This design comes from an exercise in tuning for small area on the open sky130 flow, not from production work. Only simulation tests tie the RTL to the original design; equivalence was not proved. Power figures rest on the tool's default switching activity, not on a simulated workload.

==> 04-26: inputs <==
==> flow/design.v <==
module ToneGenerator (S, clk, rst, out);
   input [3:0] S;
   input       clk;
   input       rst;
   output reg  out;
   reg [3:0] c16;
   always @(posedge clk) c16 <= rst ? 4'd0 : c16 + 4'd1;
   wire w2  = c16[0];
   wire w4  = &c16[1:0];
   wire w8  = &c16[2:0];
   wire w16 = &c16;
   reg  [1:0] c3;
   wire w3 = c3[1];
   always @(posedge clk) c3 <= (rst | w3) ? 2'd0 : {c3[0], ~c3[0]};
   reg  [3:0] c11;
   wire w11 = c11[2] & ~c11[3];
   always @(posedge clk) c11 <= (rst | w11) ? 4'd0 : {~c11[2], c11[1], ~c11[0], (~c11[2] & ~c11[3]) | (c11[2] & ~c11[3]) | (c11[2] & c11[3])};
   reg  [3:0] c13;
   wire w13 = c13[0] & c13[1] & c13[3];
   always @(posedge clk) c13 <= (rst | w13) ? 4'd0 : {~c13[2], ~c13[1], ~c13[0], (~c13[0] & c13[3]) | (c13[0] & ~c13[3])};
   reg  [4:0] c23;
   wire w23 = ~c23[1] & c23[2] & c23[4];
   always @(posedge clk) c23 <= (rst | w23) ? 5'd0 : {~c23[3], ~c23[2], ~c23[1], ~c23[0], (~c23[1] & c23[4]) | (c23[1] & ~c23[4])};
   reg  [4:0] c29;
   wire w29 = c29[0] & c29[1] & c29[2] & c29[4];
   always @(posedge clk) c29 <= (rst | w29) ? 5'd0 : {~c29[3], ~c29[2], ~c29[1], ~c29[0], (~c29[1] & c29[4]) | (c29[1] & ~c29[4])};
   reg  [5:0] c37;
   wire w37 = ~c37[0] & ~c37[1] & ~c37[2] & ~c37[3] & c37[5];
   always @(posedge clk) c37 <= (rst | w37) ? 6'd0 : {~c37[4], ~c37[3], ~c37[2], ~c37[1], ~c37[0], (~c37[0] & c37[5]) | (c37[0] & ~c37[5])};
   reg  [5:0] c41;
   wire w41 = ~c41[1] & c41[2] & ~c41[3] & ~c41[5];
   always @(posedge clk) c41 <= (rst | w41) ? 6'd0 : {~c41[4], ~c41[3], ~c41[2], ~c41[1], ~c41[0], (~c41[0] & c41[5]) | (c41[0] & ~c41[5])};
   reg  [5:0] c43;
   wire w43 = c43[0] & ~c43[3] & c43[4] & ~c43[5];
   always @(posedge clk) c43 <= (rst | w43) ? 6'd0 : {~c43[4], ~c43[3], ~c43[2], ~c43[1], ~c43[0], (~c43[0] & c43[5]) | (c43[0] & ~c43[5])};
   reg  [6:0] c71;
   wire w71 = ~c71[0] & ~c71[1] & ~c71[3] & c71[6];
   always @(posedge clk) c71 <= (rst | w71) ? 7'd0 : {~c71[5], ~c71[4], ~c71[3], ~c71[2], ~c71[1], ~c71[0], (~c71[1] & c71[6]) | (c71[1] & ~c71[6])};
   reg  [7:0] c131;
   wire w131 = ~c131[0] & ~c131[1] & c131[2] & c131[4] & c131[5] & c131[6];
   always @(posedge clk) c131 <= (rst | w131) ? 8'd0 : {~c131[6], ~c131[5], ~c131[4], ~c131[3], ~c131[2], ~c131[1], ~c131[0], (~c131[2] & c131[7]) | (c131[2] & ~c131[7])};
   reg  [7:0] c179;
   wire w179 = ~c179[0] & c179[1] & c179[2] & c179[3] & c179[4] & ~c179[5] & c179[7];
   always @(posedge clk) c179 <= (rst | w179) ? 8'd0 : {~c179[6], ~c179[5], ~c179[4], ~c179[3], ~c179[2], ~c179[1], ~c179[0], (~c179[2] & c179[7]) | (c179[2] & ~c179[7])};
   reg  [7:0] c239;
   wire w239 = c239[0] & c239[1] & ~c239[2] & ~c239[3] & ~c239[5] & ~c239[7];
   always @(posedge clk) c239 <= (rst | w239) ? 8'd0 : {~c239[6], ~c239[5], ~c239[4], ~c239[3], ~c239[2], c239[1], ~c239[0], ~(c239[1] ^ c239[6] ^ c239[7])};
   reg  [2:0] c7a;
   wire w7a = c7a[1] & ~c7a[2];
   always @(posedge clk) c7a <= (rst | w7a) ? 3'd0 : {~c7a[1], ~c7a[0], (~c7a[1] & ~c7a[2]) | (c7a[1] & ~c7a[2]) | (c7a[1] & c7a[2])};
   reg  [2:0] c7b;
   wire w7b = c7b[1] & ~c7b[2];
   always @(posedge clk) if (rst | (w7a & w7b)) c7b <= 3'd0; else if (w7a) c7b <= {~c7b[1], ~c7b[0], (~c7b[1] & ~c7b[2]) | (c7b[1] & ~c7b[2]) | (c7b[1] & c7b[2])};
   wire [12:1] tick;
   assign tick[1]  = w16 & w71;                  
   assign tick[2]  = w4 & w11 & w23;             
   assign tick[3]  = w3 & w7a & w7b & w13;       
   assign tick[4]  = w13 & w131;                 
   assign tick[5]  = w37 & w41;                  
   assign tick[6]  = w8 & w179;                  
   assign tick[7]  = w4 & w11 & w29;             
   assign tick[8]  = w29 & w37;                  
   assign tick[9]  = w4 & w239;                  
   assign tick[10] = w2 & w11 & w41;             
   assign tick[11] = w23 & w37;                  
   assign tick[12] = w4 & w7a & w43;             
   reg [12:1] wave;
   always @(posedge clk) wave <= rst ? 12'd0 : wave ^ tick;
   reg [5:0]  note;
   reg [19:0] count;
   wire [5:0] nnext;
   assign nnext[0] = (~note[0]);
   assign nnext[1] = (note[0] & ~note[1]) | (~note[0] & note[1]);
   assign nnext[2] = (~note[0] & note[2]) | (~note[1] & note[2]) | (note[0] & note[1] & ~note[2] & ~note[5]);
   assign nnext[3] = (~note[1] & note[3]) | (~note[0] & note[3]) | (~note[2] & note[3]) | (note[0] & note[1] & note[2] & ~note[3]);
   assign nnext[4] = (~note[3] & note[4]) | (~note[1] & note[4]) | (~note[2] & note[4]) | (~note[0] & note[4]) | (note[0] & note[1] & note[2] & note[3] & ~note[4]);
   assign nnext[5] = (~note[0] & note[5]) | (~note[1] & note[5]) | (note[0] & note[1] & note[2] & note[3] & note[4]);
   wire [3:0] nsel;
   assign nsel[0] = (~note[0] & note[1] & note[3]) | (~note[0] & note[5]) | (~note[0] & note[3] & ~note[4]) | (note[1] & note[2] & ~note[3] & ~note[4]) | (~note[0] & note[2] & note[3]) | (note[0] & note[1] & note[2] & ~note[3]) | (note[0] & ~note[1] & ~note[2] & note[3] & note[4]) | (~note[0] & ~note[1] & ~note[2] & ~note[3] & note[4]);
   assign nsel[1] = (~note[1] & note[2] & ~note[3]) | (note[1] & note[3] & ~note[4]) | (note[0] & ~note[1] & note[2]) | (note[1] & ~note[2] & note[3]) | (~note[2] & note[3] & ~note[4]) | (note[0] & note[1] & ~note[4] & ~note[5]) | (note[0] & ~note[1] & note[5]) | (~note[0] & note[2] & ~note[3] & note[4]);
   assign nsel[2] = ~((note[0] & ~note[3] & note[4]) | (~note[0] & ~note[3] & ~note[4] & ~note[5]) | (~note[1] & ~note[2] & note[3] & note[4]) | (note[1] & note[2] & ~note[3] & note[4]) | (note[0] & ~note[1] & note[2] & ~note[3]));
   assign nsel[3] = (note[1] & ~note[2] & ~note[3] & ~note[5]) | (note[0] & ~note[3] & ~note[4] & ~note[5]) | (~note[0] & note[2] & ~note[3] & note[4]);
   wire [1:0] ncls;
   assign ncls[0] = ~((~note[3] & ~note[5]) | (note[1] & note[5]) | (note[1] & note[2] & ~note[4]) | (note[1] & ~note[2] & note[4]) | (note[0] & note[5]) | (~note[0] & ~note[1] & ~note[2] & note[3] & ~note[4]));
   assign ncls[1] = (~note[1] & note[2] & note[3] & ~note[4]) | (~note[1] & ~note[2] & note[3] & note[4]) | (~note[0] & ~note[1] & ~note[2] & ~note[3] & ~note[4]) | (note[0] & note[1] & ~note[2] & ~note[3] & ~note[4]) | (~note[0] & ~note[1] & note[2] & ~note[3] & note[4]) | (note[0] & note[1] & note[2] & note[3] & note[4]) | (~note[0] & note[1] & note[2] & ~note[3] & ~note[4]);
   reg last;
   always @(*)
     case (ncls)
       2'd0: last = &{count[18], count[17], count[16], count[15], count[13], count[8], count[5]};  
       2'd1: last = &{count[17], count[15], count[11], count[9], count[8], count[3], count[1], count[0]};  
       2'd2: last = &{count[19], count[18], count[17], count[16], count[14], count[9], count[6]};  
       default: last = &{count[17], count[16], count[15], count[14], count[12], count[7], count[4]};  
     endcase
   wire [15:0] tmux = {wave[12], wave[9], 1'b0, wave[11], 1'b0, wave[8], 1'b0, wave[10], wave[7], wave[6], wave[5], wave[4], wave[3], wave[2], wave[1], 1'b0};
   wire [3:0] sel = S[3] ? nsel : {1'b0, S[2:0]};
   always @(posedge clk) begin
      if (rst) begin
         note  <= 6'd0;
         count <= 20'd0;
         out   <= 1'b0;
      end else if (S[3] & last) begin
         count <= 20'd0;
         note  <= nnext;
      end else begin
         if (S[3]) count <= count + 20'd1;
         out <= tmux[sel];
      end
   end
endmodule
==> flow/flow/run.sh <==
#!/bin/bash
# Own layout flow. The standard synthesis runs unchanged; then the
# combinational cells of its netlist are re-synthesized for area with ABC
# (twelve &deepsyn seeds, four at a time; the smallest result is kept) while every register
# instance stays as it is (same names and cells). Floorplan, placement, CTS
# and routing are the standard ones, with clkbuf_4 clock-tree buffers, no
# dummy clock loads and buf_1 port buffers. Each tool logs to its own file.
set -euo pipefail
W=$(pwd)
F=$W/flow
R=$W/orfs/results/$FLOW_PLATFORM/ToneGenerator/base
LIB=$FLOW_HOME/platforms/$FLOW_PLATFORM/lib/sky130_fd_sc_hd__tt_025C_1v80.lib
YOSYS=$(command -v yosys || echo /OpenROAD-flow-scripts/tools/install/yosys/bin/yosys)

bash standard.sh synth > $W/1_standard_synth.log 2>&1
cp $R/1_2_yosys.v $W/standard_netlist.v

SEEDS="0 1 2 3 4 5 6 7 8 9 10 11"
n=0
for s in $SEEDS; do
  sed -e "s|@SEED@|$s|" $F/area.abc > $W/area_$s.abc
  sed -e "s|@LIB@|$LIB|g" -e "s|@IN@|$W/standard_netlist.v|" -e "s|@OUT@|$W/reopt_$s.v|" \
      -e "s|@ABC@|$W/area_$s.abc|" $F/reopt.ys > $W/reopt_$s.ys
  $YOSYS -s $W/reopt_$s.ys > $W/2_reopt_$s.log 2>&1 &
  n=$((n + 1))
  if (( n % 4 == 0 )); then wait || true; fi
done
wait || true
best=""; besta=""
for s in $SEEDS; do
  a=$(grep "Chip area" $W/2_reopt_$s.log | tail -1 | awk '{print $NF}' || true)
  echo "seed $s: $a" >> $W/2_reopt_choice.log
  if [[ -n "$a" && -s $W/reopt_$s.v ]] && { [[ -z "$besta" ]] || awk -v a="$a" -v b="$besta" 'BEGIN{exit !(a<b)}'; }; then
    best=$s; besta=$a
  fi
done
echo "chosen: seed $best ($besta)" >> $W/2_reopt_choice.log
cp $W/reopt_$best.v $R/1_2_yosys.v
rm -f $R/1_synth.odb $R/1_synth.sdc
bash standard.sh synth > $W/3_synth_odb.log 2>&1

export CTS_ARGS="$(cat $F/cts_args)"
export BUFFER_PORTS_ARGS="-buffer_cell sky130_fd_sc_hd__buf_1"
bash standard.sh finish > $W/4_finish.log 2>&1
==> flow/flow/area.abc <==
strash; balance -l; resub -K 6 -l; rewrite -l; resub -K 6 -N 2 -l; refactor -l; resub -K 8 -l; balance -l; resub -K 8 -N 2 -l; rewrite -l; resub -K 10 -l; rewrite -z -l; resub -K 10 -N 2 -l; balance -l; resub -K 12 -l; refactor -z -l; resub -K 12 -N 2 -l; rewrite -z -l; balance -l; &get -n; &deepsyn -S @SEED@ -T 100; &put; dch -f; amap
==> flow/flow/cts_args <==
-sink_clustering_enable -repair_clock_nets -dont_use_dummy_load -buf_list sky130_fd_sc_hd__clkbuf_4 -sink_clustering_size 20
==> flow/flow/reopt.ys <==
read_liberty -ignore_miss_func @LIB@
blackbox sky130_fd_sc_hd__*df* sky130_fd_sc_hd__*dl* sky130_fd_sc_hd__*probe* sky130_fd_sc_hd__*lpflow*
read_verilog @IN@
hierarchy -top ToneGenerator
flatten
opt_clean
abc -liberty @LIB@ -dont_use *lpflow* -dont_use *probe* -script @ABC@
opt_clean -purge
hilomap -singleton -hicell sky130_fd_sc_hd__conb_1 HI -locell sky130_fd_sc_hd__conb_1 LO
splitnets
opt_clean -purge
hierarchy -top ToneGenerator
stat -liberty @LIB@
write_verilog -noattr -noexpr -nohex -nodec @OUT@
==> flow/standard.sh <==
#!/bin/bash
# synth_recipe.tcl (not shown) runs the flow's synth.tcl, then flattens the netlist and writes it again
# the make line also repeats each setting of config.mk as NAME=value (left out here)
make -C /OpenROAD-flow-scripts/flow DESIGN_CONFIG=/design/flow/config.mk WORK_HOME=/design/flow/orfs CLKGATE_MAP_FILE= SYNTH_SCRIPT=/design/flow/synth_recipe.tcl "${@:-finish}"
==> flow/config.mk <==
export PLATFORM = sky130hd
export DESIGN_NAME = ToneGenerator
export DESIGN_NICKNAME = ToneGenerator
export VERILOG_FILES = /design/flow/design.v
export SDC_FILE = /design/flow/constraint.sdc
export NUM_CORES = 4
export LEC_CHECK = 0
export CAP_MARGIN = 20
export CORE_MARGIN = 2
export CORE_UTILIZATION = 40
export SLEW_MARGIN = 20
==> flow/constraint.sdc <==
create_clock -name core_clock -period 20.0 [get_ports {clk}]
set_input_delay 4.0000 -clock core_clock [delete_from_list [all_inputs] [get_ports {clk}]]
set_output_delay 4.0000 -clock core_clock [all_outputs]
set_load 0.01 [all_outputs]
==> 03-27 (differences from 04-26) <==
--- a/flow/flow/run.sh
+++ b/flow/flow/run.sh
@@ -1,7 +1,7 @@
 #!/bin/bash
 # Own layout flow. The standard synthesis runs unchanged; then the
 # combinational cells of its netlist are re-synthesized for area with ABC
-# (twelve &deepsyn seeds, four at a time; the smallest result is kept) while every register
+# (three &deepsyn seeds run one after another, the smallest result is kept) while every register
 # instance stays as it is (same names and cells). Floorplan, placement, CTS
 # and routing are the standard ones, with clkbuf_4 clock-tree buffers, no
 # dummy clock loads and buf_1 port buffers. Each tool logs to its own file.
@@ -15,20 +15,15 @@
 bash standard.sh synth > $W/1_standard_synth.log 2>&1
 cp $R/1_2_yosys.v $W/standard_netlist.v
 
-SEEDS="0 1 2 3 4 5 6 7 8 9 10 11"
-n=0
-for s in $SEEDS; do
+for s in 1 2 3; do
   sed -e "s|@SEED@|$s|" $F/area.abc > $W/area_$s.abc
   sed -e "s|@LIB@|$LIB|g" -e "s|@IN@|$W/standard_netlist.v|" -e "s|@OUT@|$W/reopt_$s.v|" \
       -e "s|@ABC@|$W/area_$s.abc|" $F/reopt.ys > $W/reopt_$s.ys
-  $YOSYS -s $W/reopt_$s.ys > $W/2_reopt_$s.log 2>&1 &
-  n=$((n + 1))
-  if (( n % 4 == 0 )); then wait || true; fi
+  $YOSYS -s $W/reopt_$s.ys > $W/2_reopt_$s.log 2>&1
 done
-wait || true
 best=""; besta=""
-for s in $SEEDS; do
-  a=$(grep "Chip area" $W/2_reopt_$s.log | tail -1 | awk '{print $NF}' || true)
+for s in 1 2 3; do
+  a=$(grep "Chip area" $W/2_reopt_$s.log | tail -1 | awk '{print $NF}')
   echo "seed $s: $a" >> $W/2_reopt_choice.log
   if [[ -n "$a" && -s $W/reopt_$s.v ]] && { [[ -z "$besta" ]] || awk -v a="$a" -v b="$besta" 'BEGIN{exit !(a<b)}'; }; then
     best=$s; besta=$a
==> 03-07 (differences from 04-26) <==
==> flow/flow/run.sh (replaced) <==
#!/bin/bash
# Own layout flow. The standard synthesis runs unchanged; then the
# combinational cells of its netlist are re-mapped for area with ABC while
# every register instance is kept as it is (same names and cells). Floorplan,
# placement, CTS and routing are the standard ones, with smaller clock-tree
# buffers, no dummy clock loads and buf_1 port buffers.
set -euo pipefail
W=$(pwd)
F=$W/flow
R=$W/orfs/results/$FLOW_PLATFORM/ToneGenerator/base
LIB=$FLOW_HOME/platforms/$FLOW_PLATFORM/lib/sky130_fd_sc_hd__tt_025C_1v80.lib
YOSYS=$(command -v yosys || echo /OpenROAD-flow-scripts/tools/install/yosys/bin/yosys)

bash standard.sh synth > $W/1_standard_synth.log 2>&1
cp $R/1_2_yosys.v $W/standard_netlist.v

sed -e "s|@LIB@|$LIB|g" -e "s|@IN@|$W/standard_netlist.v|" -e "s|@OUT@|$W/reopt_netlist.v|" \
    -e "s|@ABC@|$F/area.abc|" $F/reopt.ys > $W/reopt_run.ys
$YOSYS -s $W/reopt_run.ys > $W/2_reopt.log 2>&1
cp $W/reopt_netlist.v $R/1_2_yosys.v
rm -f $R/1_synth.odb $R/1_synth.sdc
bash standard.sh synth > $W/3_synth_odb.log 2>&1

export CTS_ARGS="$(cat $F/cts_args)"
export BUFFER_PORTS_ARGS="-buffer_cell sky130_fd_sc_hd__buf_1"
bash standard.sh finish > $W/4_finish.log 2>&1
==> flow/flow/area.abc (replaced) <==
strash; balance -l; resub -K 6 -l; rewrite -l; resub -K 6 -N 2 -l; refactor -l; resub -K 8 -l; balance -l; resub -K 8 -N 2 -l; rewrite -l; resub -K 10 -l; rewrite -z -l; resub -K 10 -N 2 -l; balance -l; resub -K 12 -l; refactor -z -l; resub -K 12 -N 2 -l; rewrite -z -l; balance -l; dch -f; amap
==> run summary <==
clock network area share=2.90%; width of the die=105 um; invs w/o clock=44; status=timing/DRC/antenna clean
The numbers above come from 03-07.

==> run summary <==
status=timing/DRC/antenna clean; first-pass GRT wire length=12500 um; Final GP Congestion=0.942; clock network area share=2.93%; seq_cells=118; Starting Density=41.3%; area grow syn2layout=8.06%; invs w/o clock=39
The numbers above come from 03-27.

==> run summary <==
status=timing/DRC/antenna clean; cts hold-fix bufs=0; clock network area share=2.95%; Pleak=1.57 nW; post-CTS resize count=0; width of the die=104 um; invs w/o clock=38
The numbers above come from 04-26.

[re-timing with driven ports]
The results above use ideal ports. As a check the final layouts listed here were re-extracted and re-timed, cells and wires unchanged.
Step 1 sets driving cells, clkbuf_16 on the clock port and buf_2 on the other inputs (assumed; they add their load-dependent delay and slew).
Step 2 times the ports against the registers' clock, not the clock port: input delays grow and output delays shrink by t, the midpoint of the rising clock arrivals with the driver on.
Slacks: no drivers / after step 1 / after step 2; pairs: no drivers / after step 1.
run	t (ns)	setup WS [ns]	latest minus earliest clock arrival (ns)
04-26	0.487	13.225 / 13.227 / 12.740	0.053 / 0.052
03-27	0.503	13.656 / 13.661 / 13.158	0.038 / 0.038
03-07	0.480	13.281 / 13.285 / 12.805	0.042 / 0.042
After both steps every run listed still meets setup and hold. For 03-27, which loses most, drivers alone change the setup slack by +0.005 ns; drivers and shift together by -0.498 ns.
